This design comes from an exercise in tuning for small area, a short achievable clock period and few clock cycles on the open sky130 flow, not from production work. RTL that was checked went through simulation tests only; none was proved equivalent to the original. Only the layout flow was run in run 1; the RTL was not checked for function there. Power is estimated from default activity; no workload was simulated.

--- config.mk ---
export PLATFORM = sky130hd
export DESIGN_NAME = risky
export DESIGN_NICKNAME = risky
export VERILOG_FILES = /design/flow/design.v
export SDC_FILE = /design/flow/constraint.sdc
export NUM_CORES = 4
export LEC_CHECK = 0
export CAP_MARGIN = 20
export CORE_MARGIN = 2
export CORE_UTILIZATION = 45
export PLACE_DENSITY = 0.6
export SETUP_SLACK_MARGIN = 5
export SLEW_MARGIN = 20
--- constraint.sdc ---
create_clock -name core_clock -period 10.0 [get_ports {clk}]
set_input_delay 2.0000 -clock core_clock [delete_from_list [all_inputs] [get_ports {clk}]]
set_output_delay 2.0000 -clock core_clock [all_outputs]
set_load 0.01 [all_outputs]
--- design.v ---
`timescale 1ns / 1ps
module risky(
  input  wire        clk,
  input  wire        rst_n,
  output wire [29:0] imem_addr,
  input  wire [31:0] imem_rdata,
  output wire [29:0] dmem_addr,
  output wire [31:0] dmem_wdata,
  output wire [3:0]  dmem_wstrb,
  input  wire [31:0] dmem_rdata
);
  reg  [29:0] fa;        
  reg  [29:0] pc_d;      
  reg         v_d;       
  assign imem_addr = fa;
  wire [31:0] ins = imem_rdata;
  wire [6:0]  opc = ins[6:0];
  wire [2:0]  f3  = ins[14:12];
  wire [4:0]  rs1 = ins[19:15];
  wire [4:0]  rs2 = ins[24:20];
  wire [4:0]  rd  = ins[11:7];
  wire op_lui   = (opc == 7'b0110111);
  wire op_auipc = (opc == 7'b0010111);
  wire op_jal   = (opc == 7'b1101111);
  wire op_jalr  = (opc == 7'b1100111);
  wire op_br    = (opc == 7'b1100011);
  wire op_ld    = (opc == 7'b0000011);
  wire op_st    = (opc == 7'b0100011);
  wire op_imm   = (opc == 7'b0010011);
  wire op_reg   = (opc == 7'b0110011);
  wire use1 = op_jalr | op_br | op_ld | op_st | op_imm | op_reg;
  wire use2 = op_br | op_st | op_reg;
  wire wr   = (op_lui | op_auipc | op_jal | op_jalr | op_ld | op_imm | op_reg) & (rd != 5'd0);
  wire [31:0] imm_i = {{20{ins[31]}}, ins[31:20]};
  wire [31:0] imm_s = {{20{ins[31]}}, ins[31:25], ins[11:7]};
  wire [31:0] imm_b = {{19{ins[31]}}, ins[31], ins[7], ins[30:25], ins[11:8], 1'b0};
  wire [31:0] imm_u = {ins[31:12], 12'd0};
  wire [31:0] imm_j = {{11{ins[31]}}, ins[31], ins[19:12], ins[20], ins[30:21], 1'b0};
  wire [31:0] imm_t = op_br ? imm_b : op_jal ? imm_j : imm_u;
  wire [29:0] dsum  = pc_d + imm_t[31:2];
  wire        pred  = op_jal | (op_br & ins[31]);
  reg  [1023:32] rf;              
  reg  [31:1] rv;                  
  reg  [4:0]  rd_w;                
  wire [31:0] wd_w;
  reg  [31:0] rf1, rf2;
  integer k;
  always @(*) begin
    rf1 = 32'd0;
    rf2 = 32'd0;
    for (k = 1; k < 32; k = k + 1) begin
      rf1 = rf1 | ({32{rv[k] && rs1 == k}} & rf[32*k +: 32]);
      rf2 = rf2 | ({32{rv[k] && rs2 == k}} & rf[32*k +: 32]);
    end
  end
  genvar g;
  generate
    for (g = 1; g < 32; g = g + 1) begin : regs
      always @(posedge clk) begin
        if (rd_w == g) rf[32*g +: 32] <= wd_w;
      end
    end
  endgenerate
  always @(posedge clk or negedge rst_n) begin
    if (!rst_n) rv <= 31'd0;
    else if (rd_w != 5'd0) rv[rd_w] <= 1'b1;
  end
  reg  [31:0] a_x, b_x, c_x;
  reg  [4:0]  rd_x;                
  reg         ld_x, st_x, br_x, jr_x, pr_x;
  reg  [2:0]  f3_x;
  reg         s_add, s_sub, s_slt, s_sltu, s_xor, s_or, s_and, s_sh, s_b;
  reg         sl_x, sra_x;
  wire [31:0] res_x;
  reg  [31:0] res_m, res_w, wd_m;
  reg  [4:0]  rd_m;
  reg         ld_m, ld_w;
  reg  [3:0]  strb_m;
  reg  [2:0]  f3_m, f3_w;
  wire hx1 = (rd_x == rs1) && (rs1 != 5'd0);
  wire hx2 = (rd_x == rs2) && (rs2 != 5'd0);
  wire hm1 = (rd_m == rs1) && (rs1 != 5'd0);
  wire hm2 = (rd_m == rs2) && (rs2 != 5'd0);
  wire hw1 = (rd_w == rs1) && (rs1 != 5'd0);
  wire hw2 = (rd_w == rs2) && (rs2 != 5'd0);
  wire [31:0] r1 = hx1 ? res_x : hm1 ? res_m : hw1 ? wd_w : rf1;
  wire [31:0] r2 = hx2 ? res_x : hm2 ? res_m : hw2 ? wd_w : rf2;
  wire        xredir;
  wire [29:0] xtarget;
  wire stall = v_d && !xredir &&
               ((ld_x && ((hx1 && use1) || (hx2 && use2))) ||
                (ld_m && ((hm1 && use1) || (hm2 && use2))));
  wire go    = v_d && !xredir && !stall;
  wire dredir = go && pred;
  always @(posedge clk or negedge rst_n) begin
    if (!rst_n) begin
      fa   <= 30'd0;
      v_d  <= 1'b0;
    end
    else begin
      fa   <= xredir ? xtarget : stall ? pc_d : dredir ? dsum : fa + 30'd1;
      v_d  <= !(xredir || stall || dredir);
    end
  end
  always @(posedge clk) pc_d <= fa;
  always @(posedge clk or negedge rst_n) begin
    if (!rst_n) begin
      rd_x <= 5'd0;
      ld_x <= 1'b0;
      st_x <= 1'b0;
      br_x <= 1'b0;
      jr_x <= 1'b0;
    end
    else begin
      rd_x <= go && wr ? rd : 5'd0;
      ld_x <= go && op_ld;
      st_x <= go && op_st;
      br_x <= go && op_br;
      jr_x <= go && op_jalr;
    end
  end
  wire alu_op = op_imm | op_reg;
  wire i30    = ins[30];
  always @(posedge clk) begin
    a_x    <= r1;
    c_x    <= (op_reg | op_br) ? r2 : op_st ? imm_s : imm_i;
    b_x    <= op_st ? r2 :
              op_lui ? imm_u :
              op_auipc ? {dsum, 2'b00} :
              (op_br && !pred) ? {dsum, 2'b00} : {fa, 2'b00};
    pr_x   <= pred;
    f3_x   <= f3;
    s_b    <= op_lui | op_auipc | op_jal | op_jalr;
    s_add  <= op_ld | op_st | (alu_op && f3 == 3'b000 && !(op_reg && i30));
    s_sub  <= op_reg && f3 == 3'b000 && i30;
    s_slt  <= alu_op && f3 == 3'b010;
    s_sltu <= alu_op && f3 == 3'b011;
    s_xor  <= alu_op && f3 == 3'b100;
    s_or   <= alu_op && f3 == 3'b110;
    s_and  <= alu_op && f3 == 3'b111;
    s_sh   <= alu_op && (f3 == 3'b001 || f3 == 3'b101);
    sl_x   <= f3 == 3'b001;
    sra_x  <= f3 == 3'b101 && i30;
  end
  wire [31:0] sum  = a_x + c_x;
  wire [32:0] diff = {1'b0, a_x} - {1'b0, c_x};
  wire        eq   = (a_x == c_x);
  wire        ltu  = diff[32];
  wire        lt   = (a_x[31] ^ c_x[31]) ? a_x[31] : ltu;
  reg taken;
  always @(*) begin
    case (f3_x[2:1])
      2'b00:   taken = eq  ^ f3_x[0];
      2'b10:   taken = lt  ^ f3_x[0];
      2'b11:   taken = ltu ^ f3_x[0];
      default: taken = 1'b0;
    endcase
  end
  assign xredir  = (br_x && (taken != pr_x)) || jr_x;
  assign xtarget = jr_x ? sum[31:2] : b_x[31:2];
  reg  [31:0] a_rev;
  always @(*) for (k = 0; k < 32; k = k + 1) a_rev[k] = a_x[31 - k];
  wire [31:0] sh_in  = sl_x ? a_rev : a_x;
  wire [32:0] sh_ext = {sra_x & a_x[31], sh_in};
  wire [32:0] sh_out = $signed(sh_ext) >>> c_x[4:0];
  reg  [31:0] sh_rev;
  always @(*) for (k = 0; k < 32; k = k + 1) sh_rev[k] = sh_out[31 - k];
  wire [31:0] shr = sl_x ? sh_rev : sh_out[31:0];
  assign res_x = ({32{s_add}}  & sum) |
                 ({32{s_sub}}  & diff[31:0]) |
                 ({32{s_slt}}  & {31'd0, lt}) |
                 ({32{s_sltu}} & {31'd0, ltu}) |
                 ({32{s_xor}}  & (a_x ^ c_x)) |
                 ({32{s_or}}   & (a_x | c_x)) |
                 ({32{s_and}}  & (a_x & c_x)) |
                 ({32{s_sh}}   & shr) |
                 ({32{s_b}}    & b_x);
  reg [3:0] strb;
  always @(*) begin
    case (f3_x[1:0])
      2'b00:   strb = 4'b0001 << sum[1:0];
      2'b01:   strb = sum[1] ? 4'b1100 : 4'b0011;
      default: strb = 4'b1111;
    endcase
  end
  always @(posedge clk or negedge rst_n) begin
    if (!rst_n) begin
      rd_m   <= 5'd0;
      ld_m   <= 1'b0;
      strb_m <= 4'd0;
      rd_w   <= 5'd0;
      ld_w   <= 1'b0;
    end
    else begin
      rd_m   <= rd_x;
      ld_m   <= ld_x;
      strb_m <= st_x ? strb : 4'd0;
      rd_w   <= rd_m;
      ld_w   <= ld_m;
    end
  end
  always @(posedge clk) begin
    res_m <= res_x;
    f3_m  <= f3_x;
    wd_m  <= {f3_x[1] ? b_x[31:24] : f3_x[0] ? b_x[15:8] : b_x[7:0],
              f3_x[1] ? b_x[23:16] : b_x[7:0],
              (f3_x[1] | f3_x[0]) ? b_x[15:8] : b_x[7:0],
              b_x[7:0]};
    res_w <= res_m;
    f3_w  <= f3_m;
  end
  assign dmem_addr  = res_m[31:2];
  assign dmem_wstrb = strb_m;
  assign dmem_wdata = wd_m;
  wire [1:0]  off_w = res_w[1:0];
  wire [7:0]  lb = off_w[1] ? (off_w[0] ? dmem_rdata[31:24] : dmem_rdata[23:16])
                            : (off_w[0] ? dmem_rdata[15:8]  : dmem_rdata[7:0]);
  wire [15:0] lh = off_w[1] ? dmem_rdata[31:16] : dmem_rdata[15:0];
  wire [31:0] ldata = (f3_w[1:0] == 2'b00) ? {{24{lb[7]  & ~f3_w[2]}}, lb} :
                      (f3_w[1:0] == 2'b01) ? {{16{lh[15] & ~f3_w[2]}}, lh} :
                      dmem_rdata;
  assign wd_w = ld_w ? ldata : res_w;
endmodule
--- run.sh ---
#!/bin/bash
# synth_recipe.tcl (not shown) runs the flow's synth.tcl, then flattens the netlist and writes it again
# the make line also repeats each setting of config.mk as NAME=value (left out here)
make -C /OpenROAD-flow-scripts/flow DESIGN_CONFIG=/design/flow/config.mk WORK_HOME=/design/flow/orfs CLKGATE_MAP_FILE= SYNTH_SCRIPT=/design/flow/synth_recipe.tcl finish
==> out/qor.yml, run 1 <==
drv_cap: 0
period_minus_slack_ps: 5206
slew_headroom_pct: 8.263
finalHoldViolCount: 0
wl_met1_mm: 109.9
ys_ff_latch: 1322
synth.cell_area_um2: 66520
power_density_nw_per_um2: 188.1
cts_hold_buf: 0
post-route-period-util_pct: 52.06
fillers: 12680
cts_max_level: 4
status: "no timing/DRC/antenna violations"
clk_pin_slew_ps: 60
synth_area_per_cell_um2: 11.73
required_ps: 10710
yosysSeqAreaShare_pct: 55.37
row_count: 141
r2r_start: "a_x[5]"
worstSetupPathType: "primary input to flop"
dieArea_um2: 150900
power_leakage_nw: 26.94
slew_violations: 0
numClockSinks: 1322
slowest_delay_ps: 1120
final-seq-area_um2: 36840
highest_layer: "met5"
cp-start-kind: "primary input"
synth_ff_type: "edfxtp_1"
area_delta_synth_final_pct: 14.74
die_y_um: 388.5
synth_nets: 5876
r2r_end: "fa[16]"
cts_root_buf: "clkbuf_16"
io_pins: 162
clk_latency_ps: 840
min_path_cells: 0
start_util_pct: 45.15
gp_congestion: 1.055
end_kind: "flop"
grt_pass1_wl_mm: 456.9
path_max_fanout: 20
final_common_cell: "edfxtp_1"
synth_cell_types: 102
cts_made_buffers: 142
wire_per_inst_um: 43.70
ant_nets: 0
dr_wl_met2_mm: 140.6
setup-violations-final: 0
drc: 0
worstSetupEndpoint: "a_x[15]"
critPathSlowestCell: "and3_2"
first_iter_violations: 13430
grt.overflow.total: 0
clk_path_buf_depth: 3
coreArea_um2: 147300
multi_input_area_um2: 28260
total_power_mw: 14.36
dp_hpwl_mm: 206.5
fmax_mhz: 192.1
portBuffers: 161
tightest_slew_ps: 1362
nNetsFinal: 5899
vias_per_cell: 7.704
r2r_cells: 12
dr.pass1.iters: 15
r2r_setup_slack_ps: 5060
routed-wl-met3_mm: 51.33
drive_gt1_share_pct: 14.33
async_reset_ff_share_pct: 6.581
hold_class: "flop to flop"
timing.critical_path.cells: "clkdlybuf4s15_2 -> nor3b_1 -> and3_2 -> buf_4 -> a221oi_1 -> nand3_1 -> nor3_1 -> a211oi_1 -> a21oi_1 -> mux2i_1"
tritoncts: "built"
yosysWarnings: 1
die_w_um: 388.5
totalWireLength_mm: 338.4
netlist_instances: 5669
grt_antenna_before_repair: 14
setup_tns_ps: 0
finalClockSkew_ps: 72.85
synth_edf_count: 992
cp-startpoint: "imem_rdata[17]"
vias: 59650
final_cell_mix: "edfxtp_1, a22oi_1, nand2_1, a221oi_1, a22o_1"
grtUsageTotal_pct: 43.52
arrival_ps: 5910
ir_drop_uv: 158.3
grt_max_degree: 66
grt_pass1_vias: 55760
rsz0062_at_grt: "true"
[routing by layer]
| metal | vias to the layer above | GRT usage (%) |
|---|---|---|
| met1 | 28860 | 50.82 |
| met4 | 24 | 34.69 |
| li1 | 22690 | - |
| met2 | 6179 | 63.51 |
| met3 | 1893 | 17.24 |
| met5 | - | 0.7337 |
[worst min-delay path by stage]
stage	slack, ps	end	from
floorplan	310	f3_w[0]	f3_m[0]
global placement	320	f3_w[2]	f3_m[2]
detailed placement	320	f3_w[2]	f3_m[2]
CTS	330	f3_w[2]	f3_m[2]
global route	350	f3_w[2]	f3_m[2]
finish	330	f3_w[2]	f3_m[2]
[synth_stat cells (30+ instances only)]
| cell | n | area [um2] |
|---|---|---|
| a211oi_1 | 76 | 570.6 |
| a21o_1 | 81 | 608.1 |
| a21oi_1 | 224 | 1121 |
| a221oi_1 | 300 | 2628 |
| a222oi_1 | 65 | 650.6 |
| a22o_1 | 290 | 2540 |
| a22oi_1 | 366 | 2748 |
| and3_1 | 75 | 469.2 |
| buf_1 | 48 | 180.2 |
| buf_2 | 66 | 330.3 |
| buf_4 | 36 | 270.3 |
| clkbuf_1 | 345 | 1295 |
| dfrtp_1 | 87 | 2177 |
| dfxtp_1 | 243 | 4865 |
| edfxtp_1 | 992 | 29790 |
| ha_1 | 138 | 1727 |
| inv_1 | 140 | 525.5 |
| mux2_2 | 46 | 518.0 |
| mux2i_1 | 122 | 1221 |
| mux4_2 | 61 | 1374 |
| nand2_1 | 317 | 1190 |
| nand3_1 | 156 | 780.8 |
| nand4_1 | 136 | 850.8 |
| nor2_1 | 280 | 1051 |
| nor3_1 | 117 | 585.6 |
| o211ai_1 | 58 | 435.4 |
| o21a_1 | 30 | 225.2 |
| o21ai_0 | 175 | 875.8 |
| o21bai_1 | 46 | 345.3 |
| xnor2_1 | 75 | 656.9 |
| xor2_1 | 53 | 464.2 |
[stage by stage]
step                      setup slack, ps  utilization [%]  hold WS [ps]  instance area, um2  cells
after floorplan                      4741                -         309.6               66680   5669
after global placement               3062            47.78         319.7               70390   7447
after detailed placement             3207            47.80         315.0               70420   7448
after CTS                            5000            51.41         333.3               75730   7723
after global routing                 4885            51.80         353.6               76310   7739
final                                4794            51.81         328.9               76320   7743
[critical path: cells and delay by family]
kind	cells	cell delay (ps)
multiplexers	1	210
AND/OR/NAND/NOR	4	1980
buffers and inverters	2	930
AO/OA/AOI/OAI	3	740
[state kept, by name, indices dropped and copies added, names as in the netlist, 3 cells and up]
| name | cells |
|---|---|
| f3_x | 3 |
| rd_m | 5 |
| fa | 30 |
| a_x | 32 |
| wd_m | 32 |
| rv | 31 |
| b_x | 32 |
| res_w | 32 |
| strb_m | 4 |
| rd_w | 5 |
| rd_x | 5 |
| f3_w | 3 |
| res_m | 32 |
| rf | 992 |
| pc_d | 30 |
| f3_m | 3 |
| c_x | 32 |
[cell type report]
type                       instances  share of cell area, %
sequential                      1322                  48.27
clock inverter                    80                  1.320
antenna                            6                0.01967
clock buffer                     179                  5.031
tap                             1930                  3.164
inverter                         146                 0.7230
timing repair buffer             381                  4.441
multi-input combinational       3699                  37.03
[logic make-up after synthesis]
group                      count (synthesis)  synth area share, %
AOI/OAI and AO/OA                       1931                22.09
DFF                                     1322                55.37
and+or+nand+nor                         1269                9.407
buffers and inverters                    649                4.080
muxes                                    229                4.680
adders and majority gates                141                2.686
xor gates and xnor gates                 128                1.685
[report_power, final]
part | total [mW] | switching (mW) | leakage (nW) | internal [mW]
Sequential | 6.72 | 0.521 | 12.2 | 6.20
Combinational | 2.14 | 1.25 | 12.5 | 0.893
Clock | 5.50 | 2.39 | 2.32 | 3.11
[timing repair]
action	in CTS	in global routing
gates resized for setup	103	102
gates cloned	1	1
buffers inserted	15	13
setup endpoints to repair	133	98
pin swaps	15	13
==> run 2: changes to the inputs <==
--- a/design.v
+++ b/design.v
@@ -71,4 +71,6 @@
   reg  [2:0]  f3_x;
-  reg         s_add, s_sub, s_slt, s_sltu, s_xor, s_or, s_and, s_sh, s_b;
+  reg         s_add, s_slt, s_sltu, s_xor, s_or, s_and, s_sh, s_b;
+  reg         sub_x;               
   reg         sl_x, sra_x;
+  reg         fa_x, fb_x, fc_x;    
   wire [31:0] res_x;
@@ -85,4 +87,4 @@
   wire hw2 = (rd_w == rs2) && (rs2 != 5'd0);
-  wire [31:0] r1 = hx1 ? res_x : hm1 ? res_m : hw1 ? wd_w : rf1;
-  wire [31:0] r2 = hx2 ? res_x : hm2 ? res_m : hw2 ? wd_w : rf2;
+  wire [31:0] r1 = hm1 ? res_m : hw1 ? wd_w : rf1;
+  wire [31:0] r2 = hm2 ? res_m : hw2 ? wd_w : rf2;
   wire        xredir;
@@ -100,3 +102,3 @@
     else begin
-      fa   <= xredir ? xtarget : stall ? pc_d : dredir ? dsum : fa + 30'd1;
+      fa   <= dredir ? dsum : xredir ? xtarget : stall ? pc_d : fa + 30'd1;
       v_d  <= !(xredir || stall || dredir);
@@ -131,6 +133,9 @@
     pr_x   <= pred;
+    fa_x   <= hx1;
+    fb_x   <= hx2 & op_st;
+    fc_x   <= hx2 & (op_reg | op_br);
     f3_x   <= f3;
     s_b    <= op_lui | op_auipc | op_jal | op_jalr;
-    s_add  <= op_ld | op_st | (alu_op && f3 == 3'b000 && !(op_reg && i30));
-    s_sub  <= op_reg && f3 == 3'b000 && i30;
+    s_add  <= op_ld | op_st | (alu_op && f3 == 3'b000);
+    sub_x  <= op_br | (op_reg && f3 == 3'b000 && i30) | (alu_op && f3[2:1] == 2'b01);
     s_slt  <= alu_op && f3 == 3'b010;
@@ -144,7 +149,9 @@
   end
-  wire [31:0] sum  = a_x + c_x;
-  wire [32:0] diff = {1'b0, a_x} - {1'b0, c_x};
-  wire        eq   = (a_x == c_x);
-  wire        ltu  = diff[32];
-  wire        lt   = (a_x[31] ^ c_x[31]) ? a_x[31] : ltu;
+  wire [31:0] xa = fa_x ? res_m : a_x;
+  wire [31:0] xb = fb_x ? res_m : b_x;
+  wire [31:0] xc = fc_x ? res_m : c_x;
+  wire [32:0] sum  = {1'b0, xa} + {1'b0, xc ^ {32{sub_x}}} + {32'd0, sub_x};
+  wire        eq   = (xa == xc);
+  wire        ltu  = ~sum[32];
+  wire        lt   = (xa[31] ^ xc[31]) ? xa[31] : ltu;
   reg taken;
@@ -159,8 +166,8 @@
   assign xredir  = (br_x && (taken != pr_x)) || jr_x;
-  assign xtarget = jr_x ? sum[31:2] : b_x[31:2];
+  assign xtarget = jr_x ? sum[31:2] : xb[31:2];
   reg  [31:0] a_rev;
-  always @(*) for (k = 0; k < 32; k = k + 1) a_rev[k] = a_x[31 - k];
-  wire [31:0] sh_in  = sl_x ? a_rev : a_x;
-  wire [32:0] sh_ext = {sra_x & a_x[31], sh_in};
-  wire [32:0] sh_out = $signed(sh_ext) >>> c_x[4:0];
+  always @(*) for (k = 0; k < 32; k = k + 1) a_rev[k] = xa[31 - k];
+  wire [31:0] sh_in  = sl_x ? a_rev : xa;
+  wire [32:0] sh_ext = {sra_x & xa[31], sh_in};
+  wire [32:0] sh_out = $signed(sh_ext) >>> xc[4:0];
   reg  [31:0] sh_rev;
@@ -168,11 +175,10 @@
   wire [31:0] shr = sl_x ? sh_rev : sh_out[31:0];
-  assign res_x = ({32{s_add}}  & sum) |
-                 ({32{s_sub}}  & diff[31:0]) |
+  assign res_x = ({32{s_add}}  & sum[31:0]) |
                  ({32{s_slt}}  & {31'd0, lt}) |
                  ({32{s_sltu}} & {31'd0, ltu}) |
-                 ({32{s_xor}}  & (a_x ^ c_x)) |
-                 ({32{s_or}}   & (a_x | c_x)) |
-                 ({32{s_and}}  & (a_x & c_x)) |
+                 ({32{s_xor}}  & (xa ^ xc)) |
+                 ({32{s_or}}   & (xa | xc)) |
+                 ({32{s_and}}  & (xa & xc)) |
                  ({32{s_sh}}   & shr) |
-                 ({32{s_b}}    & b_x);
+                 ({32{s_b}}    & xb);
   reg [3:0] strb;
@@ -204,6 +210,6 @@
     f3_m  <= f3_x;
-    wd_m  <= {f3_x[1] ? b_x[31:24] : f3_x[0] ? b_x[15:8] : b_x[7:0],
-              f3_x[1] ? b_x[23:16] : b_x[7:0],
-              (f3_x[1] | f3_x[0]) ? b_x[15:8] : b_x[7:0],
-              b_x[7:0]};
+    wd_m  <= {f3_x[1] ? xb[31:24] : f3_x[0] ? xb[15:8] : xb[7:0],
+              f3_x[1] ? xb[23:16] : xb[7:0],
+              (f3_x[1] | f3_x[0]) ? xb[15:8] : xb[7:0],
+              xb[7:0]};
     res_w <= res_m;
--- a/config.mk
+++ b/config.mk
@@ -9,4 +9,4 @@
 export CORE_MARGIN = 2
-export CORE_UTILIZATION = 45
-export PLACE_DENSITY = 0.6
+export CORE_UTILIZATION = 50
+export PLACE_DENSITY = 0.65
 export SETUP_SLACK_MARGIN = 5
==> run 2 against run 1 <==
  * Sequential share of layout area up 1.1 points
  * Setup slack better by 40 ps
  * Global-route usage is 3.9 points higher
  * Synthesized cell count is 2.9% lower
  * Non-clock buffer count is 35 higher
  * Count of clock-buffer cells in the layout is 6 lower
  * Critical path type unchanged
  * Critical endpoint is now a_x[23]
==> out/qor.yml, run 2 <==
slowest_delay_ps: 760
wire_per_inst_um: 43.35
ant_nets: 0
worstSetupPathType: "primary input to flop"
area_delta_synth_final_pct: 15.47
synth_ff_type: "edfxtp_1"
grtUsageTotal_pct: 47.46
nNetsFinal: 5788
yosysMostFrequentCell: "edfxtp_1"
fmax_mhz: 193.6
r2r_cells: 13
critPathSlowestCell: "nor4_1"
tightest_slew_ps: 1241
final_area_um2: 74700
ir_drop_uv: 206.8
setup-violations-final: 0
start_util_pct: 50.54
tritoncts: "built"
gp_congestion: 1.067
finalClockSkew_ps: 49.15
r2r_start: "fa_x"
period_minus_slack_ps: 5166
post-route-period-util_pct: 51.66
setup_tns_ps: 0
fin_cells: 7449
crit_family: "simple AND/OR/NAND/NOR gates"
drive_gt1_share_pct: 14.97
top_register: "rf"
largest_register_ffs: 992
rsz0062_at_grt: "true"
grt_max_degree: 66
status: "no timing/DRC/antenna violations"
path_max_fanout: 18
drv_cap: 0
io_pins: 162
cts_hold_buf: 0
place_inst: 7115
synth_largest_area_cell: "edfxtp_1"
dr.pass1.iters: 15
synth_common_cells: "edfxtp_1, a22oi_1, clkbuf_1, nand2_1, nor2_1"
clk_path_buf_depth: 3
cts_max_level: 4
postLayoutCoreUtil_pct: 58.36
grt_antenna_before_repair: 20
netlist_instances: 5505
synth_cell_types: 90
slew_headroom_pct: 14.92
multi_input_area_um2: 26670
clk_pin_slew_ps: 60
synth_nets: 5710
finalHoldViolCount: 0
grt_pass1_wl_mm: 434.5
dp_hpwl_mm: 196.1
synth_area_per_cell_um2: 11.75
final_common_cell: "edfxtp_1"
r2r_end: "fa[27]"
timing.critical_path.cells: "dlygate4sd2_1 -> nor2_1 -> and3_2 -> buf_4 -> a22o_1 -> a221oi_1 -> nand3_1 -> nor4_1 -> nand2_1 -> o21ai_0 -> o21ai_0"
drc: 0
cp.depth: 11
yosysTopAreaCellShare_pct: 46.04
power_density_nw_per_um2: 186.7
r2r_setup_slack_ps: 5030
cts_made_buffers: 142
slew_violations: 0
die_w_um: 363.7
async_reset_ff_share_pct: 6.566
total_power_mw: 13.95
ys_ff_latch: 1325
yosysSeqAreaShare_pct: 57.02
required_ps: 10670
first_iter_violations: 14700
synth.cell_area_um2: 64690
vias: 58860
cp-start-kind: "primary input"
fillers: 10290
cp-startpoint: "imem_rdata[16]"
final-seq-area_um2: 36910
path_buf_inv: 2
power_leakage_nw: 25.91
portBuffers: 161
die_y_um: 363.7
coreArea_um2: 128000
end_kind: "flop"
cts_root_buf: "clkbuf_16"
grt_pass1_vias: 54340
dieArea_um2: 132300
row_count: 131
yosysWarnings: 1
grt.overflow.total: 0
clk_latency_ps: 820
arrival_ps: 5840
synth_edf_count: 992
totalWireLength_mm: 322.9
synth.area.top_cells: "edfxtp_1, dfxtp_1, a22oi_1, a221oi_1, a22o_1"
crit_top_cell: "o21ai_0"
hold_class: "flop to flop"
numClockSinks: 1325
final_cell_mix: "edfxtp_1, a22oi_1, nand2_1, nor2_1, a221oi_1"
place_area_um2: 68560
worstSetupEndpoint: "a_x[23]"
post-place-ws_ps: 2828
vias_per_cell: 7.902
hold_ws_ps: 332.7
setup_ws_ps: 4834
-- run 2: changes by cell type in the layout (fill, tap and decap cells not counted), sizes merged, moves of 36 or more --
cell	before	now
a21o	81	41
inv	145	109
buf	221	257
a221oi	301	259
a22o	290	250
a22oi	366	403
-- run 2: where the power goes --
group          internal [mW]  switching [mW]  leakage, nW
registers               6.13           0.280         11.4
logic                  0.773            1.27         12.2
clock network           3.13            2.37         2.31
total                   10.0            3.92         25.9
-- run 2: area by class of cell --
type                            instances  share of cell area [%]
Clock buffer                          173                   5.083
Multi-Input combinational cell       3594                   35.71
Timing Repair Buffer                  416                   4.961
Sequential cell                      1325                   49.40
Inverter                              104                  0.5326
Antenna cell                           22                 0.07370
Clock inverter                         86                   1.342
Tap cell                             1729                   2.896
-- run 2: kinds of logic after synthesis --
kind of cell,share of synthesized area [%]
DFF,57.02
AOI/OAI and AO/OA,20.84
muxes,4.415
and+or+nand+nor,9.405
buffers and inverters,3.709
adders and majority gates,2.711
xor gates and xnor gates,1.895
-- run 2: worst min-delay path by stage --
stage          depth (start not counted)  endpoint    start  slack (ps)
6_report                               0   f3_w[0]  f3_m[0]         330
5_1_grt                                0   f3_w[0]  f3_m[0]         330
4_1_cts                                0   f3_w[0]  f3_m[0]         330
3_5_place_dp                           0   f3_w[2]  f3_m[2]         310
3_3_place_gp                           0   f3_w[1]  f3_m[1]         310
2_1_floorplan                          0   f3_w[0]  f3_m[0]         310
-- run 2: timing repair --
item                       4_1_cts  5_1_grt
setup endpoints to repair      121      102
buffers inserted                23       25
pin swaps                       12       32
gates cloned                     1        3
gates resized for setup        110      119
-- run 2: routing by layer --
layer	global-route usage (%)	wire [um]
met1	55.83	102700
met2	66.93	129800
met3	20.16	52370
met4	39.64	37350
met5	1.997	647
Testbench counts of run 2, summed over its fixed seeds: cycles 412,398.
==> run 3: changes to the inputs <==
--- a/design.v
+++ b/design.v
@@ -12,2 +12,5 @@
   reg  [29:0] fa;        
+  reg  [29:0] pc_i;      
+  reg         v_i;       
+  reg  [31:0] ir;        
   reg  [29:0] pc_d;      
@@ -15,3 +18,3 @@
   assign imem_addr = fa;
-  wire [31:0] ins = imem_rdata;
+  wire [31:0] ins = ir;
   wire [6:0]  opc = ins[6:0];
@@ -38,5 +41,5 @@
   wire [31:0] imm_j = {{11{ins[31]}}, ins[31], ins[19:12], ins[20], ins[30:21], 1'b0};
-  wire [31:0] imm_t = op_br ? imm_b : op_jal ? imm_j : imm_u;
+  wire [31:0] imm_t = !opc[2] ? imm_b : imm_u;
   wire [29:0] dsum  = pc_d + imm_t[31:2];
-  wire        pred  = op_jal | (op_br & ins[31]);
+  reg         pred;                
   reg  [1023:32] rf;              
@@ -68,2 +71,3 @@
   reg  [31:0] a_x, b_x, c_x;
+  reg  [2:0]  px_x;                
   reg  [4:0]  rd_x;                
@@ -95,3 +99,10 @@
   wire go    = v_d && !xredir && !stall;
-  wire dredir = go && pred;
+  wire [31:0] iw     = imem_rdata;
+  wire        i_jal  = (iw[6:0] == 7'b1101111);
+  reg  [7:0] bh;
+  wire        i_bb   = (iw[6:0] == 7'b1100011) && (iw[31] || bh[pc_i[2:0]]);
+  wire [29:0] i_imm  = iw[3] ? {{12{iw[31]}}, iw[19:12], iw[20], iw[30:22]}
+                             : {{20{iw[31]}}, iw[7], iw[30:25], iw[11:9]};
+  wire [29:0] isum   = pc_i + i_imm;
+  wire        ired   = v_i && (i_jal || i_bb) && !xredir && !stall;
   always @(posedge clk or negedge rst_n) begin
@@ -99,2 +110,3 @@
       fa   <= 30'd0;
+      v_i  <= 1'b0;
       v_d  <= 1'b0;
@@ -102,7 +114,13 @@
     else begin
-      fa   <= dredir ? dsum : xredir ? xtarget : stall ? pc_d : fa + 30'd1;
-      v_d  <= !(xredir || stall || dredir);
-    end
-  end
-  always @(posedge clk) pc_d <= fa;
+      fa   <= ired ? isum : xredir ? xtarget : stall ? pc_d : fa + 30'd1;
+      v_i  <= !(xredir || stall || ired);
+      v_d  <= v_i && !(xredir || stall);
+    end
+  end
+  always @(posedge clk) begin
+    pc_i <= fa;
+    ir   <= imem_rdata;
+    pc_d <= pc_i;
+    pred <= i_jal || i_bb;
+  end
   always @(posedge clk or negedge rst_n) begin
@@ -131,4 +149,5 @@
               op_auipc ? {dsum, 2'b00} :
-              (op_br && !pred) ? {dsum, 2'b00} : {fa, 2'b00};
+              (op_br && !pred) ? {dsum, 2'b00} : {pc_i, 2'b00};
     pr_x   <= pred;
+    px_x   <= pc_d[2:0];
     fa_x   <= hx1;
@@ -166,2 +185,6 @@
   assign xredir  = (br_x && (taken != pr_x)) || jr_x;
+  always @(posedge clk or negedge rst_n) begin
+    if (!rst_n) bh <= 8'd0;
+    else if (br_x) bh[px_x] <= taken;
+  end
   assign xtarget = jr_x ? sum[31:2] : xb[31:2];
==> flow/run.sh (new file) <==
#!/bin/bash
bash standard.sh "BUFFER_PORTS_ARGS=-buffer_cell sky130_fd_sc_hd__buf_4" SETUP_SLACK_MARGIN=6.0 finish > standard.log 2>&1
==> standard.sh (new file) <==
#!/bin/bash
# synth_recipe.tcl (not shown) runs the flow's synth.tcl, then flattens the netlist and writes it again
# the make line also repeats each setting of config.mk as NAME=value (left out here)
make -C /OpenROAD-flow-scripts/flow DESIGN_CONFIG=/design/flow/config.mk WORK_HOME=/design/flow/orfs CLKGATE_MAP_FILE= SYNTH_SCRIPT=/design/flow/synth_recipe.tcl "${@:-finish}"
--- a/config.mk
+++ b/config.mk
@@ -9,4 +9,4 @@
 export CORE_MARGIN = 2
-export CORE_UTILIZATION = 50
-export PLACE_DENSITY = 0.65
+export CORE_UTILIZATION = 38
+export PLACE_DENSITY = 0.5
 export SETUP_SLACK_MARGIN = 5
removed: run.sh
==> run 3 against run 2 <==
  * Still clean on timing, DRC and antenna
  * Sequential power increased by 7.6%
  * Setup slack improved by 760 ps
  * Flip-flop and latch count up 75
  * First-iteration DRC count fell by 18%
  * Worst hold slack got worse by 8.7 ps
  * Die area grew 37%
  * Synthesized cell count up 3.5%
  * Clock power rose by 8.0%
  * Routed wire length is 15% higher
  * Sequential share of layout area decreased by 1.6 points
  * Largest cell class unchanged
  * Largest power group unchanged
==> out/qor.yml, run 3 <==
status: "no timing/DRC/antenna violations"
synth_ff_type: "edfxtp_1"
timing.critical_path.cells: "buf_16 -> mux2i_4 -> inv_1 -> ha_2 -> a21o_1 -> a21o_1 -> o21ai_4 -> a21oi_4 -> a31o_4 -> o31a_1 -> a211oi_4 -> buf_12 -> mux2_8 -> or4b_4 -> or2_4 -> nor2_1"
period_minus_slack_ps: 4408
slew_violations: 0
synth_edf_count: 992
area_delta_synth_final_pct: 19.01
crit_family: "compound AO/OA/AOI/OAI gates"
yosysWarnings: 1
final_cell_mix: "edfxtp_1, buf_4, a22oi_1, nand2_1, dfxtp_1"
dp_hpwl_mm: 221.3
ys_ff_latch: 1400
min-delay-start: "f3_m[2]"
grtUsageTotal_pct: 39.44
required_ps: 10760
die_y_um: 425.7
largest_register_ffs: 992
finalClockSkew_ps: 51.29
critPathSlowestCell: "or4b_4"
cts_max_level: 4
worstSetupPathType: "flop to flop"
vias: 60140
synth_cell_types: 89
rsz0062_at_grt: "true"
cts_hold_buf: 0
dieArea_um2: 181200
min_path_cells: 0
start_util_pct: 38.28
yosysSeqAreaShare_pct: 56.88
drive_gt1_share_pct: 20.51
hold_class: "flop to flop"
cp.depth: 16
cts_made_buffers: 159
ant_nets: 0
clk_pin_slew_ps: 60
crit_top_cell: "a21o_1"
numClockSinks: 1400
portBuffers: 161
grt_pass1_wl_mm: 488.7
netlist_instances: 5697
synth.cell_area_um2: 67570
first_iter_violations: 12100
finalHoldViolCount: 0
cp-startpoint: "fa_x"
fmax_mhz: 226.9
clk_latency_ps: 860
post-route-period-util_pct: 44.08
vias_per_cell: 7.197
synth_area_per_cell_um2: 11.86
synth_largest_area_cell: "edfxtp_1"
power_leakage_nw: 29.27
cts_root_buf: "clkbuf_16"
end_kind: "flop"
ir_drop_uv: 142.8
grt_pass1_vias: 55270
cp-start-kind: "flop"
fillers: 16100
setup-violations-final: 0
die_w_um: 425.7
grt.overflow.total: 0
synth_common_cells: "edfxtp_1, clkbuf_1, a22oi_1, nand2_1, dfxtp_1"
gp_congestion: 0.9899
path_buf_inv: 3
drc: 0
path_max_fanout: 11
power_density_nw_per_um2: 192.5
final_common_cell: "edfxtp_1"
tritoncts: "built"
coreArea_um2: 176500
tightest_slew_ps: 1206
r2r_cells: 16
setup_tns_ps: 0
grt_max_degree: 67
grt_antenna_before_repair: 32
nNetsFinal: 6112
slowest_delay_ps: 550
synth_nets: 5935
yosysMostFrequentCell: "edfxtp_1"
yosysTopAreaCellShare_pct: 44.08
arrival_ps: 5170
totalWireLength_mm: 370.5
total_power_mw: 15.48
row_count: 154
top_register: "rf"
slew_headroom_pct: 19.57
synth.area.top_cells: "edfxtp_1, dfxtp_1, a22oi_1, a221oi_1, a22o_1"
io_pins: 162
r2r_start: "fa_x"
wire_per_inst_um: 44.34
postLayoutCoreUtil_pct: 45.56
drv_cap: 0
dr.pass1.iters: 10
clk_path_buf_depth: 3
async_reset_ff_share_pct: 6.857
## run 3: changes by cell type in the layout (fill, tap and decap cells not counted), sizes merged, moves of 39 or more
cell           delta
clkdlybuf4s50   -144
buf             +197
dfxtp            +66
mux2             +69
a211oi           -39
a22oi            -49
## run 3: final timing paths
kind                                 to  slack (ps)
max in group asynchronous        rv[18]        7570
worst min register to register  f3_w[2]         320
min in group asynchronous         bh[3]        1120
worst max-delay path               br_x        5590
worst min-delay path            f3_w[2]         320
worst max register to register     br_x        5590
## run 3: cell families after synthesis
| family | Yosys count | share of synthesized area, % |
|---|---|---|
| compound gates | 1812 | 19.83 |
| xor+xnor | 177 | 2.294 |
| fa+ha+maj | 172 | 3.218 |
| buf+inv | 580 | 3.450 |
| flops | 1400 | 56.88 |
| mux | 315 | 5.514 |
| simple gates | 1241 | 8.810 |
## run 3: final cells by class
class	count	area, um2	area share [%]
sequential	1400	38480	47.85
multi-input combinational	3745	29350	36.50
clock buffer	206	4257	5.293
timing repair buffer	455	3961	4.926
tap	2340	2928	3.641
clock inverter	84	985.9	1.226
inverter	113	426.7	0.5305
antenna	13	32.53	0.04045
## run 3: power breakdown
part,internal [mW],switching (mW)
registers,6.50,0.403
clock network,3.29,2.65
logic,1.02,1.61
total,10.8,4.67
## run 3: metal layers
metal | vias to the layer above | GRT usage (%) | part of all wire (%)
met2 | 5794 | 58.33 | 42
met1 | 29690 | 46.66 | 34
li1 | 22940 | - | -
met5 | - | 0.5026 | 0.10
met4 | 38 | 29.07 | 9.4
met3 | 1672 | 14.92 | 14
## run 3: metrics by stage
stage | hold slack [ps] | setup WS, ps | instances | cell area, um2
finish | 324.0 | 5592 | 8356 | 80420
global route | 329.8 | 5467 | 8345 | 80390
CTS | 326.7 | 5613 | 8300 | 79280
detailed placement | 314.7 | 3623 | 7930 | 72180
global placement | 315.6 | 3704 | 7929 | 72160
floorplan | 309.6 | 5513 | 5697 | 68190
## run 3: timing repair
action	CTS	global route
cloned	29	6
gates resized for setup	233	141
buffers inserted	51	37
endpoints found under the setup margin	142	128
hold endpoints to repair	0	0
pin swaps	52	34
Testbench counts of run 3, summed over its fixed seeds: cycles 417,215.
==> run 4: changes to the inputs <==
--- a/design.v
+++ b/design.v
@@ -72,4 +72,9 @@
   reg  [2:0]  px_x;                
-  reg  [4:0]  rd_x;                
-  reg         ld_x, st_x, br_x, jr_x, pr_x;
+  reg  [4:0]  rd_xr;
+  reg         ld_xr, st_xr, br_xr, jr_xr, pr_x, kx;
+  wire [4:0]  rd_x = kx ? 5'd0 : rd_xr;    
+  wire        ld_x = ld_xr && !kx;
+  wire        st_x = st_xr && !kx;
+  wire        br_x = br_xr && !kx;
+  wire        jr_x = jr_xr && !kx;
   reg  [2:0]  f3_x;
@@ -95,6 +100,6 @@
   wire [29:0] xtarget;
-  wire stall = v_d && !xredir &&
+  wire stall = v_d &&
                ((ld_x && ((hx1 && use1) || (hx2 && use2))) ||
                 (ld_m && ((hm1 && use1) || (hm2 && use2))));
-  wire go    = v_d && !xredir && !stall;
+  wire go    = v_d && !stall;
   wire [31:0] iw     = imem_rdata;
@@ -127,14 +132,16 @@
     if (!rst_n) begin
-      rd_x <= 5'd0;
-      ld_x <= 1'b0;
-      st_x <= 1'b0;
-      br_x <= 1'b0;
-      jr_x <= 1'b0;
+      rd_xr <= 5'd0;
+      ld_xr <= 1'b0;
+      st_xr <= 1'b0;
+      br_xr <= 1'b0;
+      jr_xr <= 1'b0;
+      kx    <= 1'b0;
     end
     else begin
-      rd_x <= go && wr ? rd : 5'd0;
-      ld_x <= go && op_ld;
-      st_x <= go && op_st;
-      br_x <= go && op_br;
-      jr_x <= go && op_jalr;
+      rd_xr <= go && wr ? rd : 5'd0;
+      ld_xr <= go && op_ld;
+      st_xr <= go && op_st;
+      br_xr <= go && op_br;
+      jr_xr <= go && op_jalr;
+      kx    <= xredir;
     end
--- a/config.mk
+++ b/config.mk
@@ -10,2 +10,4 @@
 export CORE_UTILIZATION = 38
+export CTS_CLUSTER_DIAMETER = 80
+export CTS_CLUSTER_SIZE = 24
 export PLACE_DENSITY = 0.5
==> run 4 against run 3 <==
  * Final cell count shrank 0.11%
  * Combinational power increased by 3%
  * Sequential share of layout area rose by 0.68 points
  * Critical endpoint is now fa[14]
==> out/qor.yml, run 4 <==
sw_frac_of_total_pct: 32.32
r2r_cells: 19
portBuffers: 161
vias: 60240
grt.overflow.total: 0
synth_ff_type: "edfxtp_1"
dr.pass1.iters: 10
cts_root_buf: "clkbuf_16"
post-place-ws_ps: 3891
min-delay-start: "f3_m[2]"
comb_power_share_pct: 19.4
wire_per_inst_um: 43.52
grtUsageTotal_pct: 37.99
required_ps: 10680
tritoncts: "built"
grt_pass1_vias: 55440
r2r_start: "fc_x"
final_common_cell: "edfxtp_1"
dieArea_um2: 183200
die_y_um: 428.1
synth_edf_count: 992
cts_made_buffers: 91
fmax_mhz: 239.2
final_area_um2: 79350
top_register: "rf"
cts_max_level: 3
slew_violations: 0
slew_headroom_pct: 9.170
finalClockSkew_ps: 65.17
coreArea_um2: 178600
cp-start-kind: "flop"
grt_pass1_wl_mm: 482.3
io_pins: 162
yosysSeqAreaShare_pct: 56.28
finalHoldViolCount: 0
ant_nets: 0
netlist_instances: 5780
synth_area_per_cell_um2: 11.82
critPathSlowestCell: "dfxtp_4"
clk_path_buf_depth: 3
gp_congestion: 0.9859
synth_cell_types: 93
area_delta_synth_final_pct: 16.11
period_minus_slack_ps: 4181
status: "no timing/DRC/antenna violations"
row_count: 155
hold_class: "flop to flop"
r2r_setup_slack_ps: 5820
path_max_fanout: 10
hold_end: "f3_w[2]"
place_area_um2: 72790
setup_tns_ps: 0
clk_pin_slew_ps: 90
synth_common_cells: "edfxtp_1, clkbuf_1, a22oi_1, nand2_1, dfxtp_1"
drv_cap: 0
power_density_nw_per_um2: 175.8
cts_hold_buf: 0
rsz0062_at_grt: "true"
final_cell_mix: "edfxtp_1, buf_4, a22oi_1, nand2_1, dfxtp_1"
internal-power_mw: 9.440
worstSetupPathType: "flop to flop"
async_reset_ff_share_pct: 6.924
clk_latency_ps: 800
nNetsFinal: 6149
numClockSinks: 1401
pwr-share-seq_pct: 49.7
vias_per_cell: 7.217
yosysTopAreaCellShare_pct: 43.59
ir_drop_uv: 143.0
first_iter_violations: 13280
ys_ff_latch: 1401
min_path_cells: 0
slowest_delay_ps: 450
die_w_um: 428.1
arrival_ps: 4860
timing.critical_path.cells: "buf_12 -> buf_6 -> mux2i_4 -> xnor2_2 -> ha_4 -> and4_4 -> a221oi_2 -> o21ai_2 -> o211ai_4 -> o311ai_4 -> buf_12 -> or3_4 -> a311oi_4 -> buf_6 -> buf_6 -> nor2_4 -> buf_12 -> mux2_4 -> a21oi_2"
yosysWarnings: 1
drive_gt1_share_pct: 20.16
synth.area.top_cells: "edfxtp_1, dfxtp_1, a22oi_1, a221oi_1, dfrtp_1"
setup-violations-final: 0
pwr-share-clk_pct: 30.9
power_leakage_nw: 28.85
start_util_pct: 38.26
totalWireLength_mm: 363.2
switchingPower_mw: 4.508
grt_antenna_before_repair: 28
tightest_slew_ps: 1353
synth.cell_area_um2: 68340
setup_ws_ps: 5819
synth_largest_area_cell: "edfxtp_1"
yosysMostFrequentCell: "edfxtp_1"
largest_register_ffs: 992
dp_hpwl_mm: 221.4
post-route-period-util_pct: 41.81
drc: 0
end_kind: "flop"
grt_max_degree: 65
synth_nets: 6018
r2r_end: "fa[14]"
run 4: cell types whose count changed after synthesis, sizes merged, moves of 11 or more:
| cell | change |
|---|---|
| a21o | -14 |
| nor3 | +34 |
| and3 | -17 |
| a31oi | -22 |
| xor2 | -24 |
| inv | +20 |
| mux2i | +40 |
| nor2 | -17 |
| a21oi | +26 |
| o221ai | +11 |
run 4: routing by layer:
metal,vias to the layer above,routed length [um],track usage (%)
li1,23160,-,-
met4,20,21950,19.32
met3,1219,57040,14.80
met5,-,412,0
met2,5590,142900,51.12
met1,30250,141000,52.46
run 4: kinds of logic (layout without fill, tap and decap cells):
group,after synthesis,count (layout),synth area share (%)
compound gates,1823,1824,19.77
flops,1401,1401,56.28
simple gates,1274,1277,9.089
buf+inv,595,791,3.484
mux,353,354,6.119
fa+ha+maj,172,172,3.182
xor+xnor,162,162,2.076
other cells,0,11,0
run 4: worst max-delay path, delay by kind of cell (launching register included):
family | cells | cell delay, ps
flip-flops | 1 | 450
AO/OA/AOI/OAI | 6 | 1150
buffers and inverters | 6 | 910
AND/OR/NAND/NOR | 3 | 550
XOR/XNOR | 1 | 160
multiplexers | 2 | 570
adder cells (fa/ha/maj) | 1 | 240
run 4: cell type report:
cell class                 instances  area [um2]
clock buffer                      98        2356
timing repair inverter             1       7.507
timing repair buffer             493        4272
tap                             2355        2947
multi-input combinational       3789       29900
clock inverter                    65       822.0
antenna                           11       27.53
inverter                         134       511.7
sequential                      1401       38510
fill                           16350       99270
run 4: how the worst max path moves through the flow:
stage,startpoint,end,slack (ps),cells past startpoint
final,fc_x,fa[14],5820,19
after global routing,fc_x,fa[23],5760,19
after CTS,fc_x,fa[12],5860,20
after detailed placement,fc_x,fa[23],3890,14
after global placement,fc_x,fa[12],3940,14
after floorplan,imem_rdata[3],fa[28],5460,14
run 4: power by group through the flow:
stage	combinational (mW)	sequential [mW]	clock, mW
6_report	2.71	6.94	4.31
3_5_place_dp	2.41	7.04	0
4_1_cts	2.52	6.92	4.30
3_3_place_gp	2.41	7.05	0
5_1_grt	2.84	6.95	4.51
2_1_floorplan	1.44	6.83	0
run 4: metrics by stage:
stage / instances / util [%] / power, mW / hold WS, ps
floorplan: 5780 / - / 8.273 / 309.6
global placement: 8024 / 40.75 / 9.459 / 312.5
detailed placement: 8025 / 40.75 / 9.451 / 319.1
CTS: 8284 / 43.72 / 13.74 / 338.0
global route: 8337 / 44.41 / 14.29 / 349.7
finish: 8347 / 44.42 / 13.95 / 333.1
run 4: what timing repair did:
item	in CTS	in global routing
setup buffers	84	48
cloned	12	4
endpoints found under the setup margin	292	233
pin swaps	44	38
gates resized for setup	257	144
Testbench counts of run 4, summed over its fixed seeds: cycles 417,215.
==> run 5: changes to the inputs <==
--- a/config.mk
+++ b/config.mk
@@ -9,6 +9,6 @@
 export CORE_MARGIN = 2
-export CORE_UTILIZATION = 38
+export CORE_UTILIZATION = 42
 export CTS_CLUSTER_DIAMETER = 80
 export CTS_CLUSTER_SIZE = 24
-export PLACE_DENSITY = 0.5
+export PLACE_DENSITY = 0.56
 export SETUP_SLACK_MARGIN = 5
==> run 5 against run 4 <==
  * Now fails the layout checks on capacitance limit, slew limit
  * Clock power is 6.5% lower
  * Utilization is 3.7 points higher
  * Sequential power about the same
  * Critical endpoint is now fa[6]
==> out/qor.yml, run 5 <==
r2r_start: "res_m[1]"
row_count: 148
portBuffers: 161
finalHoldViolCount: 0
start_util_pct: 42.13
hold_class: "flop to flop"
setup_ws_ps: 5597
hold_ws_ps: 329.1
r2r_end: "fa[6]"
synth_area_per_cell_um2: 11.82
synth_ff_type: "edfxtp_1"
vias_per_cell: 7.509
hold_end: "f3_w[0]"
synth_edf_count: 992
synth_compound_area_share_pct: 19.77
power_leakage_nw: 28.28
fmax_mhz: 227.1
yosysTopAreaCellShare_pct: 43.59
coreArea_um2: 162200
clk_pin_slew_ps: 90
synth_mux_area_share_pct: 6.119
cts_root_buf: "clkbuf_16"
clk_path_buf_depth: 3
worstSetupPathType: "flop to flop"
ys_ff_latch: 1401
async_reset_ff_share_pct: 6.924
timing.critical_path.cells: "mux2i_4 -> buf_6 -> xnor2_2 -> inv_1 -> fa_2 -> nor2b_4 -> o31ai_4 -> a21oi_4 -> o211ai_4 -> o311ai_4 -> buf_12 -> or3_4 -> a311oi_4 -> buf_6 -> buf_8 -> buf_6 -> or3_4 -> o22ai_1 -> a21oi_1"
wire_per_inst_um: 43.57
finalClockSkew_ps: 53.36
synth_fa_ha_area_share_pct: 3.182
clk_latency_ps: 780
slew_violations: 5
yosysMostFrequentCell: "edfxtp_1"
numClockSinks: 1401
io_pins: 162
grtUsageTotal_pct: 40.81
grt_antenna_before_repair: 29
min_path_cells: 0
synth_top_family_by_area: "compound AO/OA/AOI/OAI gates"
power_density_nw_per_um2: 174.3
synth_nets: 6018
crit_top_cell: "buf_6"
synth_common_cells: "edfxtp_1, clkbuf_1, a22oi_1, nand2_1, dfxtp_1"
synth_xor_area_share_pct: 2.076
synth_simple_gate_area_share_pct: 9.089
end_kind: "flop"
total_power_mw: 13.60
grt_pass1_wl_mm: 470.1
gp_congestion: 1.010
top_register: "rf"
cts_max_level: 3
failed_checks: "capacitance limit, slew limit"
post-route-period-util_pct: 44.03
totalWireLength_mm: 353.3
synth_cell_types: 93
synth.cell_area_um2: 68340
yosysSeqAreaShare_pct: 56.28
grt.overflow.total: 0
area_delta_synth_final_pct: 14.14
period_minus_slack_ps: 4403
largest_register_ffs: 992
ir_drop_uv: 133.5
synth.area.top_cells: "edfxtp_1, dfxtp_1, a22oi_1, a221oi_1, dfrtp_1"
path_max_fanout: 7
critPathSlowestCell: "dfxtp_1"
setup-violations-final: 0
cp-start-kind: "flop"
slowest_delay_ps: 640
slew_headroom_pct: -2.604
cts_made_buffers: 85
nNetsFinal: 6080
drc: 0
drv_cap: 1
tightest_slew_ps: 1523
first_iter_violations: 14560
dr.pass1.iters: 14
ant_nets: 0
cts_hold_buf: 0
vias: 60890
final_common_cell: "edfxtp_1"
arrival_ps: 5010
tritoncts: "built"
grt_max_degree: 63
grt_pass1_vias: 55640
drive_gt1_share_pct: 18.31
die_w_um: 407.4
setup_tns_ps: 0
synth_largest_area_cell: "edfxtp_1"
r2r_setup_slack_ps: 5600
status: "finished with violations"
dp_hpwl_mm: 214.0
min-delay-start: "f3_m[0]"
post-place-ws_ps: 4119
required_ps: 10610
netlist_instances: 5780
die_y_um: 407.4
rsz0062_at_grt: "true"
yosysWarnings: 1
final_cell_mix: "edfxtp_1, buf_4, a22oi_1, nand2_1, dfxtp_1"
dieArea_um2: 166000
r2r_cells: 19
## run 5: cell families (layout without fill, tap and decap cells)
family | count (synthesis) | after routing
AND/OR/NAND/NOR | 1274 | 1279
flip-flops | 1401 | 1401
XOR/XNOR | 162 | 162
AO/OA/AOI/OAI | 1823 | 1823
multiplexers | 353 | 354
adder cells (fa/ha/maj) | 172 | 172
other | 0 | 29
buffers and inverters | 595 | 714
## run 5: routing by layer
layer	wire length [um]	global-route usage [%]	vias up
met3	61420	17.84	1534
met2	138100	54.98	6494
met4	24940	22.27	14
li1	-	-	23010
met1	128400	54.48	29840
met5	353	1.121	-
## run 5: critical path, delay by kind of cell (launching register included)
family                     cells  cell delay, ps
xor gates and xnor gates       1             180
buffers and inverters          6             860
muxes                          1             150
AOI/OAI and AO/OA              7            1220
adders and majority gates      1             420
and+or+nand+nor                3             760
DFF                            1             640
## run 5: layout make-up
| class | count | area (um2) |
|---|---|---|
| sequential | 1401 | 38500 |
| multi-input combinational | 3790 | 29660 |
| clock inverter | 50 | 668.1 |
| tap | 2175 | 2721 |
| timing repair inverter | 1 | 5.005 |
| inverter | 134 | 509.2 |
| fill | 14540 | 84220 |
| antenna | 29 | 72.57 |
| clock buffer | 100 | 2205 |
| timing repair buffer | 429 | 3650 |
## run 5: worst max-delay path by stage
stage / from / to / slack, ps / depth (start not counted)
final: res_m[1] / fa[6] / 5600 / 19
after global routing: fc_x / fa[6] / 5560 / 18
after CTS: fc_x / fa[15] / 5790 / 20
after detailed placement: fc_x / fa[12] / 4120 / 16
after global placement: fc_x / fa[23] / 4130 / 16
after floorplan: imem_rdata[3] / fa[28] / 5460 / 14
## run 5: through the flow
step,utilization [%],instances,area [um2]
global route,48.05,8085,77940
finish,48.08,8109,78000
CTS,47.59,8058,77190
detailed placement,44.74,7846,72570
floorplan,-,5780,68850
global placement,44.73,7845,72570
## run 5: report_power, final
| part | switching (mW) | internal (mW) |
|---|---|---|
| sequential | 0.422 | 6.49 |
| combinational | 1.64 | 1.02 |
| clock | 2.30 | 1.73 |
| total | 4.36 | 9.24 |
## run 5: what timing repair did
item	4_1_cts	5_1_grt
pin swaps	56	33
buffers inserted	50	21
resized for setup	237	113
gates cloned	12	1
setup endpoints to repair	186	263
==> run 6: changes to the inputs <==
--- a/design.v
+++ b/design.v
@@ -111,3 +111,5 @@
   wire [29:0] isum   = pc_i + i_imm;
-  wire        ired   = v_i && (i_jal || i_bb) && !xredir && !stall;
+  wire        ipred  = v_i && (i_jal || i_bb);
+  wire        ired   = ipred && !xredir && !stall;
+  wire [29:0] fa_d   = stall ? pc_d : ipred ? isum : fa + 30'd1;
   always @(posedge clk or negedge rst_n) begin
@@ -119,3 +121,3 @@
     else begin
-      fa   <= ired ? isum : xredir ? xtarget : stall ? pc_d : fa + 30'd1;
+      fa   <= xredir ? xtarget : fa_d;
       v_i  <= !(xredir || stall || ired);
==> flow/run.sh (replaced) <==
#!/bin/bash
bash standard.sh "BUFFER_PORTS_ARGS=-buffer_cell sky130_fd_sc_hd__buf_4" SETUP_SLACK_MARGIN=5.9 finish > standard.log 2>&1
--- a/config.mk
+++ b/config.mk
@@ -9,6 +9,6 @@
 export CORE_MARGIN = 2
-export CORE_UTILIZATION = 42
+export CORE_UTILIZATION = 38
 export CTS_CLUSTER_DIAMETER = 80
 export CTS_CLUSTER_SIZE = 24
-export PLACE_DENSITY = 0.56
+export PLACE_DENSITY = 0.5
 export SETUP_SLACK_MARGIN = 5
==> run 6 against run 5 <==
  * Now clean on timing, DRC and antenna
  * Via count increased by 0.43%
  * First-iteration DRC count decreased by 5.7%
  * Synthesized area about the same
  * Global-route usage decreased by 1.3 points
  * Utilization decreased by 3.9 points
  * Critical path type unchanged
  * Highest routed layer unchanged
==> out/qor.yml, run 6 <==
ant_nets: 0
row_count: 155
synth_cell_types: 85
totalWireLength_mm: 379.2
synth.cell_area_um2: 68320
vias: 61150
synth_nets: 6048
yosysMostFrequentCell: "edfxtp_1"
die_w_um: 428.0
vias_per_cell: 7.343
final_cell_mix: "edfxtp_1, a22oi_1, buf_4, nand2_1, dfxtp_1"
r2r_setup_slack_ps: 5720
cts_made_buffers: 91
crit_family: "compound AO/OA/AOI/OAI gates"
largest_register_ffs: 992
cp-start-kind: "flop"
path_buf_inv: 4
pwr-share-seq_pct: 49.2
multi_input_area_um2: 29920
r2r_start: "res_m[28]"
worstSetupPathType: "flop to flop"
dieArea_um2: 183200
dp_hpwl_mm: 226.2
cts_max_level: 3
grt_antenna_before_repair: 22
use_met2_pct: 53.39
critPathSlowestCell: "dfxtp_1"
final_common_cell: "edfxtp_1"
cts_hold_buf: 0
setup-violations-final: 0
grt_max_degree: 68
slowest_delay_ps: 820
post-route-period-util_pct: 42.84
yosysWarnings: 1
synth_common_cells: "edfxtp_1, a22oi_1, clkbuf_1, nand2_1"
rsz0062_at_grt: "true"
tightest_slew_ps: 1235
hold_end: "f3_w[2]"
setup_ws_ps: 5716
power_leakage_nw: 28.79
cts_root_buf: "clkbuf_16"
tritoncts: "built"
required_ps: 10700
crit_top_cell: "buf_12"
area_delta_synth_final_pct: 15.62
status: "no timing/DRC/antenna violations"
synth_edf_count: 992
timing.critical_path.cells: "mux2i_4 -> xnor2_1 -> ha_2 -> a21o_1 -> a211o_1 -> a211oi_4 -> o211ai_1 -> o211a_1 -> a311oi_4 -> buf_12 -> buf_12 -> buf_4 -> buf_6 -> mux2_4 -> a311oi_1"
r2r_end: "fa[8]"
ys_ff_latch: 1401
async_reset_ff_share_pct: 6.924
start_util_pct: 38.25
synth.area.top_cells: "edfxtp_1, dfxtp_1, a22oi_1, dfrtp_1, ha_1"
internal-power_mw: 9.536
slew_violations: 0
synth_largest_area_cell: "edfxtp_1"
finalClockSkew_ps: 58.86
synth_ff_type: "edfxtp_1"
synth_area_per_cell_um2: 11.76
hold_class: "flop to flop"
drv_cap: 0
io_pins: 162
clk_pin_slew_ps: 100
ir_drop_uv: 146.5
period_minus_slack_ps: 4284
post-place-ws_ps: 4039
arrival_ps: 4980
use_met1_pct: 53.31
grt-busiest-layer: "met2"
min_path_cells: 0
top_register: "rf"
grt_pass1_vias: 56140
first_iter_violations: 13720
fillers: 16450
netlist_instances: 5810
nNetsFinal: 6125
wire_per_inst_um: 45.54
drive_gt1_share_pct: 19.79
finalHoldViolCount: 0
grt_use_met3_pct: 15.69
die_y_um: 428.0
slew_headroom_pct: 17.36
coreArea_um2: 178600
sw_frac_of_total_pct: 33.06
end_kind: "flop"
setup_tns_ps: 0
dr.pass1.iters: 9
r2r_cells: 15
power_density_nw_per_um2: 180.3
numClockSinks: 1401
path_max_fanout: 9
min-delay-start: "f3_m[2]"
clk_path_buf_depth: 3
grtUsageTotal_pct: 39.52
pwr-share-clk_pct: 30.9
fmax_mhz: 233.4
portBuffers: 161
final-seq-area_um2: 38500
grt.overflow.total: 0
clk_latency_ps: 810
drc: 0
gp_congestion: 1.031
switchingPower_mw: 4.709
comb_power_share_pct: 19.8
grt_pass1_wl_mm: 497.1
yosysSeqAreaShare_pct: 56.30
yosysTopAreaCellShare_pct: 43.60
[run 6: changes by cell type in the layout (fill, tap and decap cells not counted), moves of 29 or more]
cell / previous run / this run
a22oi_1: 353 / 505
nand3_1: 138 / 167
a22o_1: 277 / 203
mux2_2: 85 / 120
a221oi_1: 285 / 209
nor3_1: 104 / 66
mux2i_1: 150 / 118
[run 6: what timing repair did]
item / in CTS / in global routing
gates cloned: 20 / 9
setup buffers: 58 / 29
setup endpoints to repair: 136 / 130
resized for setup: 233 / 156
pin swaps: 43 / 66
endpoints found under the hold margin: 0 / 0
[run 6: how the worst max path moves through the flow]
stage	startpoint	end	slack, ps	depth (start not counted)
floorplan	imem_rdata[3]	fa[27]	5470	14
global placement	fa_x	fa[27]	4140	14
detailed placement	fa_x	fa[27]	4040	14
CTS	imem_rdata[31]	fa[27]	5820	13
global route	fc_x	fa[29]	5690	17
finish	res_m[28]	fa[8]	5720	15
[run 6: per-layer routing]
layer	up-vias	routed length, um
met5	-	382
met4	19	26970
met3	1369	60260
met2	6138	148600
met1	30520	142900
li1	23100	-
[run 6: power groups by stage]
stage | registers (mW) | logic (mW) | clock network [mW]
after floorplan | 6.85 | 1.47 | 0
after global placement | 7.11 | 2.50 | 0
after detailed placement | 7.10 | 2.50 | 0
after CTS | 6.98 | 2.61 | 4.38
after global routing | 7.01 | 2.94 | 4.58
final | 7.01 | 2.82 | 4.41
[run 6: worst reg2reg max path: cells and delay by family (launching register included)]
kind / cells / cell delay [ps]
compound gates: 7 / 1850
xor+xnor: 1 / 200
fa+ha+maj: 1 / 240
buf+inv: 4 / 520
flops: 1 / 820
mux: 2 / 550
[run 6: layout make-up]
cell class	instances	share of cell area, %
inverters	105	0.5037
multi-input cells	3839	37.88
diodes	15	0.04752
clock inverters	60	1.047
well taps	2355	3.730
repair buffers	449	4.940
clock buffers	103	3.114
flip-flops and latches	1401	48.74
[run 6: kinds of logic (layout without fill, tap and decap cells)]
kind of cell,Yosys count,count (layout),share of synthesized area [%]
muxes,327,330,5.772
other,0,15,0
AOI/OAI and AO/OA,1816,1828,19.56
xor gates and xnor gates,165,165,2.115
and+or+nand+nor,1343,1344,9.563
DFF,1401,1401,56.30
buffers and inverters,586,717,3.509
adders and majority gates,172,172,3.183
[run 6: stage by stage]
| step | utilization [%] | cells | instance area [um2] | hold slack, ps | power, mW |
|---|---|---|---|---|---|
| floorplan | - | 5810 | 68730 | 309.6 | 8.318 |
| global placement | 40.62 | 8030 | 72560 | 313.7 | 9.617 |
| detailed placement | 40.64 | 8032 | 72580 | 312.1 | 9.605 |
| CTS | 43.59 | 8273 | 77860 | 333.7 | 13.98 |
| global route | 44.21 | 8312 | 78960 | 346.7 | 14.54 |
| finish | 44.23 | 8327 | 79000 | 334.6 | 14.24 |
Testbench counts of run 6, summed over its fixed seeds: cycles 417,215.
==> run 7: changes to the inputs <==
==> flow/run.sh (replaced) <==
#!/bin/bash
bash standard.sh "BUFFER_PORTS_ARGS=-buffer_cell sky130_fd_sc_hd__buf_4" SETUP_SLACK_MARGIN=6.2 finish > standard.log 2>&1
==> run 7 against run 6 <==
  * Still clean on timing, DRC and antenna
  * Utilization up 0.56 points
  * Sequential power about the same
  * Final cell count up 0.25%
  * Largest cell class unchanged
  * Critical path type unchanged
  * Critical endpoint is now fa[5]
  * Sequential share of layout area down 0.59 points
==> out/qor.yml, run 7 <==
status: "no timing/DRC/antenna violations"
yosysWarnings: 1
final_area_um2: 79990
dp_hpwl_mm: 218.3
wire_per_inst_um: 45.00
dr.pass1.iters: 10
fin_cells: 8348
slowest_delay_ps: 490
r2r_setup_slack_ps: 5620
synth.cell_area_um2: 68320
ir_drop_uv: 139.4
path_buf_inv: 5
start_util_pct: 38.25
grt.overflow.total: 0
synth.area.top_cells: "edfxtp_1, dfxtp_1, a22oi_1, dfrtp_1, ha_1"
grt_max_degree: 69
place_inst: 8005
cts_root_buf: "clkbuf_16"
slew_violations: 0
cp-startpoint: "fc_x"
clk_latency_ps: 790
r2r_end: "fa[5]"
grt_pass1_vias: 56450
slew_headroom_pct: 19.31
critPathSlowestCell: "or4_4"
first_iter_violations: 13780
synth_cell_types: 85
synth_nets: 6048
final_common_cell: "edfxtp_1"
dieArea_um2: 183200
synth_xor_area_share_pct: 2.115
tritoncts: "built"
path_max_fanout: 6
timing.critical_path.cells: "buf_12 -> buf_16 -> mux2i_4 -> buf_8 -> ha_4 -> nor4_4 -> nand4_1 -> or4_4 -> a21oi_2 -> o211ai_1 -> a311oi_4 -> buf_12 -> buf_12 -> mux2_4 -> or3_4 -> a31oi_4"
end_kind: "flop"
multi_input_area_um2: 30760
die_y_um: 428.0
yosysSeqAreaShare_pct: 56.30
grtUsageTotal_pct: 39.25
r2r_cells: 16
numClockSinks: 1401
crit_family: "simple AND/OR/NAND/NOR gates"
clk_path_buf_depth: 3
synth_simple_gate_area_share_pct: 9.563
finalClockSkew_ps: 42.62
synth_compound_area_share_pct: 19.56
fillers: 16370
drive_gt1_share_pct: 21.94
cts_max_level: 3
synth_fa_ha_area_share_pct: 3.183
synth_ff_type: "edfxtp_1"
cts_made_buffers: 88
io_pins: 162
gp_congestion: 0.9905
period_minus_slack_ps: 4382
drv_cap: 0
yosysMostFrequentCell: "edfxtp_1"
post-route-period-util_pct: 43.82
required_ps: 10700
row_count: 155
power_leakage_nw: 28.98
tightest_slew_ps: 1210
largest_register_ffs: 992
setup-violations-final: 0
place_area_um2: 72480
crit_top_cell: "buf_12"
synth_largest_area_cell: "edfxtp_1"
synth_top_family_by_area: "compound AO/OA/AOI/OAI gates"
setup_tns_ps: 0
top_register: "rf"
final_cell_mix: "edfxtp_1, a22oi_1, buf_4, nand2_1, dfxtp_1"
-- run 7: changes by cell type in the layout (fill, tap and decap cells not counted), moves of 8 or more --
cell and change:
a21oi_2 +19, mux2_4 +11, mux2_2 -11, mux2i_1 -17
buf_6 +21, mux2i_2 +10, o21ai_1 +12, clkbuf_16 -8
o21ai_2 +10, a21oi_4 +15, a21oi_1 -30, inv_8 -9
o21ai_0 -22
-- run 7: worst min path at each step --
| stage | slack, ps | from | to | depth (start not counted) |
|---|---|---|---|---|
| 2_1_floorplan | 310 | f3_m[0] | f3_w[0] | 0 |
| 3_3_place_gp | 310 | f3_m[0] | f3_w[0] | 0 |
| 3_5_place_dp | 320 | f3_m[2] | f3_w[2] | 0 |
| 4_1_cts | 340 | f3_m[2] | f3_w[2] | 0 |
| 5_1_grt | 340 | f3_m[0] | f3_w[0] | 0 |
| 6_report | 340 | f3_m[2] | f3_w[2] | 0 |
-- run 7: layout make-up --
class	instances	area share [%]
timing repair buffer	479	5.353
multi-input combinational	3846	38.46
tap	2355	3.684
clock buffer	98	2.853
antenna	8	0.02503
clock inverter	55	0.9776
sequential	1401	48.14
timing repair inverter	1	0.006257
inverter	105	0.4974
-- run 7: power by group --
| group | switching [mW] | internal (mW) | leakage, nW |
|---|---|---|---|
| Clock | 2.35 | 1.87 | 1.46 |
| Sequential | 0.499 | 6.50 | 13.6 |
| Combinational | 1.72 | 1.09 | 13.9 |
| Total | 4.58 | 9.46 | 29.0 |
-- run 7: through the flow --
step                power, mW  util [%]  setup slack (ps)
finish                  14.04     44.78              5618
global route            14.35     44.78              5562
CTS                     13.79     43.84              5768
detailed placement      9.552     40.58              3833
global placement        9.560     40.57              3959
floorplan               8.335         -              5474
-- run 7: layer usage --
layer	global-route usage [%]	up-vias	share of wire (%)
met1	53.08	30440	38
met5	0.3643	-	0.054
li1	-	23190	-
met3	15.84	1391	16
met4	21.07	20	7.1
met2	53.18	6061	39
-- run 7: repair_timing --
| action | CTS | global route |
|---|---|---|
| pin swaps | 80 | 75 |
| gates cloned | 35 | 5 |
| buffers inserted | 89 | 53 |
| endpoints found under the setup margin | 230 | 169 |
| hold buffers | 0 | 0 |
| gates resized for setup | 342 | 229 |
-- run 7: cell families (layout without fill, tap and decap cells) --
kind of cell | after synthesis | count (layout)
AO/OA/AOI/OAI | 1816 | 1835
XOR/XNOR | 165 | 165
adder cells (fa/ha/maj) | 172 | 172
buffers and inverters | 586 | 738
flip-flops | 1401 | 1401
multiplexers | 327 | 330
other | 0 | 8
AND/OR/NAND/NOR | 1343 | 1344
